Context: an optimization exercise on an open-source flow, tuned for small area. The choices shown serve that exercise and are no tape-out recipe.
The RTL was checked by simulation tests, not by an equivalence proof against the original design.
Power is estimated from default activity; no workload was simulated.

--- design.v ---
module sync #(parameter
							WIDTH = 1
						 )
			 (
				 input wire clk,
				 input wire rst,
				 input wire[WIDTH-1:0] data_raw,
				 output reg[WIDTH-1:0] data
			 );
reg[WIDTH-1:0] internal;
always @(posedge clk)
	if (rst) { data, internal } <= 0;
	else { data, internal } <= { internal, data_raw };
endmodule
module edge_det
			 (
				 input wire clk,
				 input wire rst,
				 input wire sgn,
				 output wire out_p,
				 output wire out_n,
				 output wire out
			 );
reg sgn_pre;
assign out_p = sgn && ~sgn_pre,
			 out_n = ~sgn && sgn_pre,
			 out = sgn ^ sgn_pre;
always @(posedge clk)
	if (rst) sgn_pre <= 0;
	else if (out) sgn_pre <= sgn;
endmodule
module delay #(parameter
							 WIDTH = 2
							)
			 (
				 input wire clk,
				 input wire rst,
				 input wire data_raw,
				 output wire data
			 );
reg[WIDTH-1:0] internal;
always @(posedge clk) begin
	if (rst) internal <= 0;
	else if (WIDTH == 1) internal <= data_raw;
	else internal <= { data_raw, internal[WIDTH-1:1] };
end
assign data = (WIDTH == 1) ? internal : internal[0];
endmodule
module int_gen #(parameter
								 CLK_MHZ = 100,
								 FREQ_MIN_HZ = 10_000,
								 PW_STEP_MUL = 1,
								 PAR_MAX_VAL = 255
								)
			 (
				 input wire clk,
				 input wire rst,
				 input wire[$clog2(PAR_MAX_VAL+1)-1:0] freq_par,
				 input wire[$clog2(PAR_MAX_VAL+1)-1:0] pw_par,
				 output wire out
			 );
localparam K1 = 20,
					 K2 = 15,
					 K3 = 9,
					 CNT_MAX = (1 << K1) + (PAR_MAX_VAL << K2) - 1;
reg[$clog2(CNT_MAX+1)-1:0] cnt;
always @(posedge clk) begin
	if (rst) cnt <= 0;
	else if (cnt) cnt <= cnt - 1;
	else cnt <= (1 << K1) + (freq_par << K2) - 1;
end
assign out = cnt < (pw_par << K3);
endmodule
module ocd_lvl #(parameter
								 CLK_MHZ = 100,
								 PAR_MAX_VAL = 255,
								 ADDR_MAX = 4,
								 ADDR = 4
								)
			 (
				 input wire clk,
				 input wire rst,
				 input wire[$clog2(PAR_MAX_VAL+1)-1:0] pw_par,
				 input wire[$clog2(ADDR_MAX+1)-1:0] addr,
				 input wire en,
				 output wire out
			 );
reg[$clog2(PAR_MAX_VAL+1)-1:0] cnt;
reg[$clog2(PAR_MAX_VAL+1)-1:0] storage;
always @(posedge clk)
	if (rst) storage <= 250;
	else if (en && (addr == ADDR)) storage <= pw_par;
always @(posedge clk)
	if (rst) cnt <= 0;
	else cnt <= cnt ? cnt - 1 : PAR_MAX_VAL - 1;
assign out = cnt < storage;
endmodule
module pred #(parameter
							PRED_PARAMETER = 255,
							ADDR_MAX = 4,
							ADDR = 4
						 )
			 (
				 input wire clk,
				 input wire rst,
				 input wire sgn,
				 input wire[$clog2(PRED_PARAMETER+1)-1:0] shift,
				 input wire[$clog2(ADDR_MAX+1)-1:0] addr,
				 input wire en,
				 output reg sgn_pre
			 );
wire sgn_s;
sync #(.WIDTH(1))
		 s1(
			 .clk(clk),
			 .rst(rst),
			 .data_raw(sgn),
			 .data(sgn_s)
		 );
reg[$clog2(PRED_PARAMETER+1)-1:0] cnt;	 
reg[$clog2(PRED_PARAMETER+1)-1:0] storage;
always @(posedge clk)
	if (rst) storage <= 0;
	else if (en && (addr == ADDR)) storage <= shift;
always @(posedge clk) begin
	if (rst) begin
		cnt <= 0;
		sgn_pre <= 0;
	end
	else if (sgn_s ^ sgn_pre) begin
		if (cnt) cnt <= cnt - 1;
		else begin
			cnt <= storage - 1;
			sgn_pre <= sgn_s;
		end
	end
end
endmodule
module ref_gen #(parameter
								 CLK_MHZ = 100,
								 FREQ_MID_KHZ = 200,
								 GEN_PARAMETER = 255,
								 VALUE = 8'd127,
								 ADDR_MAX = 4,
								 ADDR = 4
								)
			 (
				 input wire clk,
				 input wire rst,
				 input wire[$clog2(GEN_PARAMETER+1)-1:0] data,
				 input wire[$clog2(ADDR_MAX+1)-1:0] addr,
				 input wire en,
				 output reg out
			 );
localparam CNT_MIN = 500 * CLK_MHZ / FREQ_MID_KHZ + (2*(500 * CLK_MHZ % FREQ_MID_KHZ) >= FREQ_MID_KHZ ? 1 : 0) - (GEN_PARAMETER >> 1);
reg[$clog2(CNT_MIN + GEN_PARAMETER - 1+1)-1:0] cnt;
reg[$clog2(GEN_PARAMETER+1)-1:0] storage;	 
always @(posedge clk)
	if (rst) storage <= 79;
	else if (en && (addr == ADDR)) storage <= data;
always @(posedge clk) begin
	if (rst) begin
		cnt <= 0;
		out <= 0;
	end
	else if (cnt) cnt <= cnt - 1;
	else begin
		cnt <= CNT_MIN + storage - 1;
		out <= ~out;
	end
end
endmodule
module selector #(parameter
									CLK_MHZ = 100,
									PERIODS_TO_SWITCH = 4,
									RESET_TIMEOUT_US = 4
								 )
			 (
				 input wire clk,
				 input wire rst,
				 input wire gen,
				 input wire fb,
				 output wire out
			 );
localparam STATE_0 = 0, STATE_1 = 1;
localparam TIMEOUT_CNT_MAX = CLK_MHZ * PERIODS_TO_SWITCH;
reg[$clog2(TIMEOUT_CNT_MAX+1)-1:0] timeout_cnt;
reg[$clog2(PERIODS_TO_SWITCH+1)-1:0] per_to_sw_cnt;
reg[$clog2(STATE_1+1)-1:0] state;
wire gen_edge_n, fb_edge_n;
edge_det edge_det_gen(.clk(clk), .rst(rst), .sgn(gen), .out_p(), .out_n(gen_edge_n), .out());
edge_det edge_det_fb(.clk(clk), .rst(rst), .sgn(fb), .out_p(), .out_n(fb_edge_n), .out());
wire cond_1 = !per_to_sw_cnt && fb_edge_n,	 
		 cond_0 = !timeout_cnt && !gen;	 
always @(posedge clk) begin
	if (rst) begin
		timeout_cnt <= TIMEOUT_CNT_MAX - 1;
		per_to_sw_cnt <= PERIODS_TO_SWITCH;
		state <= STATE_0;
	end
	else begin
		case(state)
			STATE_0: if (gen_edge_n) per_to_sw_cnt <= per_to_sw_cnt ? per_to_sw_cnt - 1 : PERIODS_TO_SWITCH;
			STATE_1: if (fb) timeout_cnt <= TIMEOUT_CNT_MAX - 1;
				else if (timeout_cnt) timeout_cnt <= timeout_cnt - 1;
		endcase
		case(state)
			STATE_0: if (cond_1) state <= STATE_1;
			STATE_1: if (cond_0) begin
					state <= STATE_0;
					timeout_cnt <= TIMEOUT_CNT_MAX - 1;
				end
		endcase
	end
end
assign out = state == STATE_0 ? gen : fb;
endmodule
module interrupter #(parameter
										 CLK_MHZ = 100,
										 FREQ_MIN_HZ = 10_000,
										 PW_STEP_MUL = 1,
										 SKIP_CNT_MAX = 3,
										 PAR_MAX_VAL = 255,
										 ADDR_MAX = 4,
										 ADDR = 4,
										 ADDR2 = 4
										)
			 (
				 input wire clk,
				 input wire rst,
				 input wire gen,
				 input wire ocd,
				 input wire[$clog2(PAR_MAX_VAL+1)-1:0] data,
				 input wire[$clog2(ADDR_MAX+1)-1:0] addr,
				 input wire en,
				 output wire out_p,
				 output wire out_n
			 );
reg[$clog2(PAR_MAX_VAL+1)-1:0] storage_fr, storage_pw;	 
wire ocd_s, int_wire, gen_edge_p, gen_edge, gen_del;
sync #(.WIDTH(1))
		 s1(
			 .clk(clk),
			 .rst(rst),
			 .data_raw(ocd),
			 .data(ocd_s)
		 );
int_gen #(.CLK_MHZ(CLK_MHZ),
					.FREQ_MIN_HZ(FREQ_MIN_HZ),
					.PW_STEP_MUL(PW_STEP_MUL),
					.PAR_MAX_VAL(PAR_MAX_VAL))
				i(
					.clk(clk),
					.rst(rst),
					.freq_par(storage_fr),
					.pw_par(storage_pw),
					.out(int_wire)
				);
edge_det gen_p(.clk(clk), .rst(rst), .sgn(gen), .out_p(gen_edge_p), .out_n(), .out(gen_edge));
delay #(.WIDTH(1))
			d1(
				.clk(clk),
				.rst(rst),
				.data_raw(gen),
				.data(gen_del)
			);
localparam STATE_0 = 0, STATE_1 = 1;
reg[$clog2(STATE_1+1)-1:0] state;
reg[$clog2(SKIP_CNT_MAX+1)-1:0] skip_cnt;
reg ff;
wire cond_1 = ocd_s,
		 cond_0 = !skip_cnt;
always @(posedge clk)
	if (rst) storage_fr <= 0;
	else if (en && (addr == ADDR)) storage_fr <= data;
always @(posedge clk)
	if (rst) storage_pw <= 0;
	else if (en && (addr == ADDR2)) storage_pw <= data;
always @(posedge clk) begin
	if (rst) begin
		state <= STATE_0;
		skip_cnt <= SKIP_CNT_MAX;
		ff <= 0;
	end
	else begin
		case(state)
			STATE_0: if (gen_edge_p) ff <= !int_wire;
			STATE_1: if (gen_edge && skip_cnt) begin
					ff <= 0;
					if (gen) skip_cnt <= skip_cnt - 1;
				end
		endcase
		case(state)
			STATE_0: if (cond_1) state <= STATE_1;
			STATE_1: if (cond_0) begin
					state <= STATE_0;
					skip_cnt <= SKIP_CNT_MAX;
				end
		endcase
	end
end
assign out_p = ~ff && gen_del,	 
			 out_n = ~ff && ~gen_del;
endmodule
module uart #(parameter
							CONF_PAR_MAX = 255,
							FRAME_CNT_MAX_1 = 3 * 52,
							FRAME_CNT_MAX_2 = 2 * 52,
							DATA_BIT_CNT_MAX = 7
						 )
			 (
				 input wire clk,
				 input wire rst,
				 input wire uart_data,
				 output reg[$clog2(CONF_PAR_MAX+1)-1:0] storage,	 
				 output reg[2:0] conf_par_cnt,	 
				 output reg is_data_ready
			 );
localparam CONF_PAR_5 = 5;
wire uart_data_s, data_edge_n;
sync #(.WIDTH(1))
		 s1(
			 .clk(clk),
			 .rst(rst),
			 .data_raw(uart_data),
			 .data(uart_data_s)
		 );
localparam STATE_0 = 0, STATE_1 = 1, STATE_2 = 2;
reg[$clog2(FRAME_CNT_MAX_1+1)-1:0] frame_cnt;
reg[$clog2(STATE_2+1)-1:0] state;
reg[$clog2(DATA_BIT_CNT_MAX+1)-1:0] data_bit_cnt;
wire cond_1 = data_edge_n,	 
		 cond_2 = !frame_cnt,	 
		 cond_0 = !data_bit_cnt;	 
edge_det uart_n(.clk(clk), .rst(rst), .sgn(uart_data_s), .out_p(), .out_n(data_edge_n), .out());
always @(posedge clk) begin
	if (rst) begin
		storage <= 0;
		conf_par_cnt <= 0;
		is_data_ready <= 0;
		frame_cnt <= FRAME_CNT_MAX_1;
		state <= STATE_0;
		data_bit_cnt <= DATA_BIT_CNT_MAX;
	end
	else begin
		case(state)
			STATE_0: is_data_ready <= 0;
			STATE_1: frame_cnt <= frame_cnt ? frame_cnt - 1 : FRAME_CNT_MAX_2;
			STATE_2: if (frame_cnt) frame_cnt <= frame_cnt - 1;
				else begin
					frame_cnt <= FRAME_CNT_MAX_2;
					data_bit_cnt <= data_bit_cnt - 1;
					storage <= {uart_data_s, storage[$clog2(CONF_PAR_MAX+1)-1:1]};
				end
		endcase
		case(state)
			STATE_0: if (cond_1) begin
					state <= STATE_1;
					conf_par_cnt <= conf_par_cnt ? conf_par_cnt - 1 : CONF_PAR_5;
				end
			STATE_1: if (cond_2) begin
					state <= STATE_2;
					storage <= {uart_data_s, storage[$clog2(CONF_PAR_MAX+1)-1:1]};
				end
			STATE_2: if (cond_0) begin
					state <= STATE_0;
					is_data_ready <= 1;
					frame_cnt <= FRAME_CNT_MAX_1;
					data_bit_cnt <= DATA_BIT_CNT_MAX;
				end
		endcase
	end
end
endmodule
module entry (
				 input wire clk,	 
				 input wire rst,
				 input wire uart_data,	 
				 input wire fb_in,	 
				 output wire ocd_lvl_out,	 
				 output wire buck_lvl_out,	 
				 output wire buck_lvl_out_n,	 
				 input wire int_ocd,	 
				 output wire int_out_p,	 
				 output wire int_out_n	 
			 );
localparam 	GEN_CLK_FREQ = 100_000_000,
						UART_FREQ = 115_200,
						FRAME_FREQ = 2 * UART_FREQ,
						FRAME = GEN_CLK_FREQ / FRAME_FREQ + (2*(GEN_CLK_FREQ % FRAME_FREQ) >= FRAME_FREQ ? 1 : 0),
						CONF_PAR_MAX = 255,
						FRAME_CNT_MAX_1 = 3 * FRAME,
						FRAME_CNT_MAX_2 = 2 * FRAME,
						DATA_BIT_CNT_MAX = 7,
						GEN_CLK_FREQ_MHZ = 100,
						INTER_FREQ_MIN_HZ = 1_000,
						ADDR_MAX = 6,
						BUCK_ADDR = 5,
						REF_GEN_ADDR = 4,
						PRED_ADDR = 3,
						OCD_ADDR = 2,
						FREQ_ADDR = 1,
						PW_ADDR = 0;
wire[$clog2(CONF_PAR_MAX+1)-1:0] data_bus;
wire[$clog2(ADDR_MAX+1)-1:0] addr_bus;
wire en, gen_out, fb_out, sel_out;
assign buck_lvl_out_n = ~buck_lvl_out;
uart #(
			 .CONF_PAR_MAX(CONF_PAR_MAX),
			 .FRAME_CNT_MAX_1(FRAME_CNT_MAX_1),
			 .FRAME_CNT_MAX_2(FRAME_CNT_MAX_2),
			 .DATA_BIT_CNT_MAX(DATA_BIT_CNT_MAX)
		 ) uart_ins(
			 .clk(clk),
			 .rst(rst),
			 .uart_data(uart_data),
			 .storage(data_bus),
			 .conf_par_cnt(addr_bus),
			 .is_data_ready(en)
		 );
ref_gen #(.CLK_MHZ(GEN_CLK_FREQ_MHZ),
					.FREQ_MID_KHZ(200),
					.GEN_PARAMETER(255),
					.VALUE(8'd127),	 
					.ADDR_MAX(ADDR_MAX),
					.ADDR(REF_GEN_ADDR))
				rg1(
					.clk(clk),
					.rst(rst),
					.data(data_bus),	 
					.addr(addr_bus),
					.en(en),
					.out(gen_out)
				);
pred #(.ADDR_MAX(ADDR_MAX),
			 .ADDR(PRED_ADDR))
		 p1(
			 .clk(clk),
			 .rst(rst),
			 .sgn(~fb_in),	 
			 .shift(data_bus),	 
			 .addr(addr_bus),
			 .en(en),
			 .sgn_pre(fb_out)
		 );
selector #(.CLK_MHZ(GEN_CLK_FREQ_MHZ),
					 .PERIODS_TO_SWITCH(4),
					 .RESET_TIMEOUT_US(4))
				 s1(
					 .clk(clk),
					 .rst(rst),
					 .gen(gen_out),
					 .fb(fb_out),
					 .out(sel_out)
				 );
interrupter #(.CLK_MHZ(GEN_CLK_FREQ_MHZ),
							.FREQ_MIN_HZ(INTER_FREQ_MIN_HZ),
							.PW_STEP_MUL(500),	 
							.SKIP_CNT_MAX(3),	 
							.PAR_MAX_VAL(255),
							.ADDR_MAX(ADDR_MAX),
							.ADDR(FREQ_ADDR),
							.ADDR2(PW_ADDR))
						i1(
							.clk(clk),
							.rst(rst),
							.gen(sel_out),
							.ocd(int_ocd),
							.data(data_bus),	 
							.addr(addr_bus),
							.en(en),
							.out_p(int_out_p),
							.out_n(int_out_n)
						);
ocd_lvl #(.CLK_MHZ(GEN_CLK_FREQ_MHZ),
					.PAR_MAX_VAL(250),	 
					.ADDR_MAX(ADDR_MAX),
					.ADDR(OCD_ADDR))
				o(
					.clk(clk),
					.rst(rst),
					.pw_par(data_bus),
					.addr(addr_bus),
					.en(en),
					.out(ocd_lvl_out)
				);
ocd_lvl #(.CLK_MHZ(GEN_CLK_FREQ_MHZ),
					.PAR_MAX_VAL(250),	 
					.ADDR_MAX(ADDR_MAX),
					.ADDR(BUCK_ADDR))
				b(
					.clk(clk),
					.rst(rst),
					.pw_par(data_bus),
					.addr(addr_bus),
					.en(en),
					.out(buck_lvl_out)
				);
endmodule
--- run.sh ---
#!/bin/bash
# synth_recipe.tcl (not shown) runs the flow's synth.tcl, then flattens the netlist and writes it again
# the make line also repeats each setting of config.mk as NAME=value (left out here)
make -C /OpenROAD-flow-scripts/flow DESIGN_CONFIG=/design/flow/config.mk WORK_HOME=/design/flow/orfs CLKGATE_MAP_FILE= SYNTH_SCRIPT=/design/flow/synth_recipe.tcl finish
--- config.mk ---
export PLATFORM = sky130hd
export DESIGN_NAME = entry
export DESIGN_NICKNAME = entry
export VERILOG_FILES = /design/flow/design.v
export SDC_FILE = /design/flow/constraint.sdc
export NUM_CORES = 4
export LEC_CHECK = 0
export CAP_MARGIN = 20
export CORE_MARGIN = 2
export CORE_UTILIZATION = 40
export SLEW_MARGIN = 20
--- constraint.sdc ---
create_clock -name core_clock -period 10.0 [get_ports {clk}]
set_input_delay 2.0000 -clock core_clock [delete_from_list [all_inputs] [get_ports {clk}]]
set_output_delay 2.0000 -clock core_clock [all_outputs]
set_load 0.01 [all_outputs]
==> summary.txt <==
## registers in the layout, summed over array words and instances, names as in the netlist, 2 cells and up
name and count:
i1.i.cnt 24, uart_ins.frame_cnt 11, rg1.cnt 9, s1.timeout_cnt 9, b.cnt 8, b.storage 8
i1.storage_fr 8, i1.storage_pw 8, o.cnt 8, o.storage 8, p1.cnt 8, p1.storage 8
rg1.storage 8, uart_ins.storage 8, s1.per_to_sw_cnt 3, uart_ins.conf_par_cnt 3, uart_ins.data_bit_cnt 3, i1.skip_cnt 2
uart_ins.state 2
## stage by stage
stage               std cells  power (W)
floorplan                 912    0.00132
global placement         1153    0.00144
detailed placement       1153    0.00144
CTS                      1185    0.00211
global route             1185    0.00223
finish                   1185    0.00208
## routing by layer
layer / vias to the layer above / routed length, um / GRT usage (%)
met3: 7 / 401 / 3.87
met1: 2835 / 7840 / 21.0
met5: - / 0 / 0
met4: 0 / 100 / 5.01
met2: 48 / 7150 / 26.0
li1: 3195 / - / -
## worst paths after layout
check | endpoint | start | slack, ps | cells past startpoint
worst max-delay path | buck_lvl_out | b.cnt[4]$_SDFF_PP0_ | 5740 | 7
worst min-delay path | uart_ins.s1.data$_SDFF_PP0_ | uart_ins.s1.internal$_SDFF_PP0_ | 440 | 1
worst max register to register | p1.cnt[6]$_SDFFE_PP0P_ | p1.cnt[3]$_SDFFE_PP0P_ | 7400 | 9
worst min register to register | uart_ins.s1.data$_SDFF_PP0_ | uart_ins.s1.internal$_SDFF_PP0_ | 440 | 1
## critical path: stages, from the launching register on
cell and delay [ps]:
dfxtp_1 410, ha_1 270, a21o_1 180, a21oi_1 140, o31ai_1 100, nand3_1 100
and2_1 120, clkdlybuf4s50_1 520
## power breakdown
| group | internal (W) | leakage [nW] | switching (W) |
|---|---|---|---|
| logic | 0.000260 | 1.81 | 0.000326 |
| clock network | 0.000376 | 0.279 | 0.000276 |
| registers | 0.000743 | 1.33 | 0.000102 |
## cell families after synthesis
family                     share of synthesized area [%]
AOI/OAI and AO/OA                                   15.9
muxes                                               2.17
xor gates and xnor gates                            6.42
DFF                                                 41.4
adders and majority gates                           7.29
and+or+nand+nor                                     22.0
buffers and inverters                               4.92
## final cells by class
cell class                      instances  area [um^2]  area share (%)
Inverter                               55          206            2.37
Clock buffer                           18          439            5.03
Sequential cell                       163         3260            37.4
Clock inverter                         14          153            1.75
Timing Repair Buffer                   10         95.1            1.09
Multi-Input combinational cell        660         4240            48.6
Tap cell                              265          332            3.80
## cells in the final DEF (no fill, tap or decap), types with 11 or more instances in the layout
| cell | synthesis | layout |
|---|---|---|
| nor3_1 | 28 | 28 |
| nand2b_1 | 14 | 14 |
| clkbuf_16 | 0 | 17 |
| nor4_1 | 11 | 11 |
| nand2_1 | 110 | 110 |
| a211o_1 | 14 | 14 |
| nand3_1 | 23 | 23 |
| a21oi_1 | 82 | 82 |
| a211oi_1 | 23 | 23 |
| xnor2_1 | 34 | 34 |
| or3_1 | 11 | 11 |
| and3_1 | 12 | 12 |
| dfxtp_1 | 163 | 163 |
| inv_1 | 55 | 55 |
| nor2_1 | 87 | 87 |
| mux2i_1 | 16 | 16 |
| o21ai_0 | 15 | 15 |
| ha_1 | 46 | 46 |
| xor2_1 | 22 | 22 |
==> flow_summary.json <==
{
  "dr.first_iter.drc_count": 409,
  "nets": 958,
  "die_y_um": 144,
  "layout_setup_ws_ps": 5740,
  "drt-vias-per-instance": 5.14,
  "numCtsBuffers": 17,
  "num_vias": 6085,
  "routed_wl_um": 15500,
  "fill_cells": 1950,
  "dr.pass1.iters": 6,
  "antenna_found_initial": 0,
  "grt_max_degree": 101,
  "yosys.area.top_type": "dfxtp_1",
  "syn_to_final_growth_pct": 10.6,
  "cts_resized": 0,
  "grt_usage_pct": 16.0,
  "cp_max_fo": 5,
  "place_area_um2": 8140,
  "tns_ps": 0,
  "synth.net_count": 963,
  "yosysWarnings": 11,
  "power_leakage_nw": 3.42,
  "ys_seq_elements": 163,
  "synthMostInstantiatedCell": "dfxtp_1",
  "finalCritPeriodShare_pct": 42.6,
  "die_area_um2": 20900,
  "ys_seq_area_share_pct": 41.4,
  "routedWlPerCell_um": 13.1,
  "worst_slew_pin_slew_ps": 1030,
  "cts_buffer_depth": 2,
  "synthArstFlopShare_pct": 0,
  "ant_nets": 0,
  "slew_headroom_pct": 31.0,
  "num_rows": 51,
  "rsz0062_at_grt": "false",
  "ir_drop_mv": 0.113,
  "power_density_nw_per_um2": 239,
  "dp_slack_ps": 6050,
  "crit_arrival_ps": 2260,
  "netlist_area_um2": 7890,
  "grt_pass1_vias": 5664,
  "antennaDiodeCount": 0,
  "required_ps": 8000,
  "grt_pass1_wl_um": 26800,
  "cp-start-kind": "register",
  "skew_ps": 10.9,
  "cts.clk_slew.worst_paths_ps": 70,
  "maxCapViolCount": 0,
  "hold_class": "register to register",
  "io_buffers": 9,
  "hold_buffers": 0,
  "synth_area_leaders": "dfxtp_1 41%, ha_1 7.3%, nand2_1 5.2%, a21oi_1 5.2%, nor2_1 4.1%",
  "ys.flop_type": "dfxtp_1",
  "finalSetupViolCount": 0,
  "worstSetupPathType": "register to output pin",
  "fmax_mhz": 235,
  "cts_tree": "done",
  "place_congestion": 0.791,
  "synth_edf_count": 0,
  "cts_setup_buffers": 0,
  "cp-end-kind": "output pin",
  "boundaryPins": 10,
  "yosysUniqueCellTypes": 65,
  "drc_errors": 0,
  "synth_area_per_cell_um2": 8.65,
  "hold_viol_final": 0,
  "grt-ovfl-total": 0,
  "synthCells": 912,
  "netlist_top_cells_count": "163 x dfxtp_1, 110 x nand2_1, 87 x nor2_1",
  "netlist.area_leader.share_pct": 41.4,
  "fin_crit_ps": 4260,
  "cts.sinks": 163,
  "fin_area_um2": 8730,
  "final_util_pct": 45.0,
  "status": "finished clean",
  "dpl.hpwl_um": 10500,
  "clk_latency_ps": 430,
  "drive_above_1_share_pct": 6.09,
  "slew_violations": 0,
  "initial_core_util_pct": 40.7,
  "holdWs_ps": 435,
  "cts-root-buf": "clkbuf_16",
  "htree_levels": 4,
  "coreArea_um2": 19400,
  "fp.dieW_um": 144
}

[afterwards: timing with drivers on the ports]
The results above use ideal ports. As a check the final layout listed here was re-extracted and re-timed, cells and wires unchanged. Step 1 sets driving cells, clkbuf_16 on the clock port and buf_2 on the other inputs (assumed; they add their load-dependent delay and slew). Step 2 moves the port delays by t, midway between the first and last clock arrival at a register: inputs arrive t later, outputs are due t later. That takes back most of the time a late clock gives input paths. Slacks: no drivers / after step 1 / after step 2; pairs: no drivers / after step 1.
shift t [ns]: 0.475
setup slack, ns: 5.740 / 5.692 / 6.043
worst slew at a driven data input, ns: 0.03
pins driven straight from the clock port: 1
After both steps setup and hold are still met in this run. For this run, drivers alone change the setup slack by -0.048 ns; drivers and shift together by +0.303 ns.
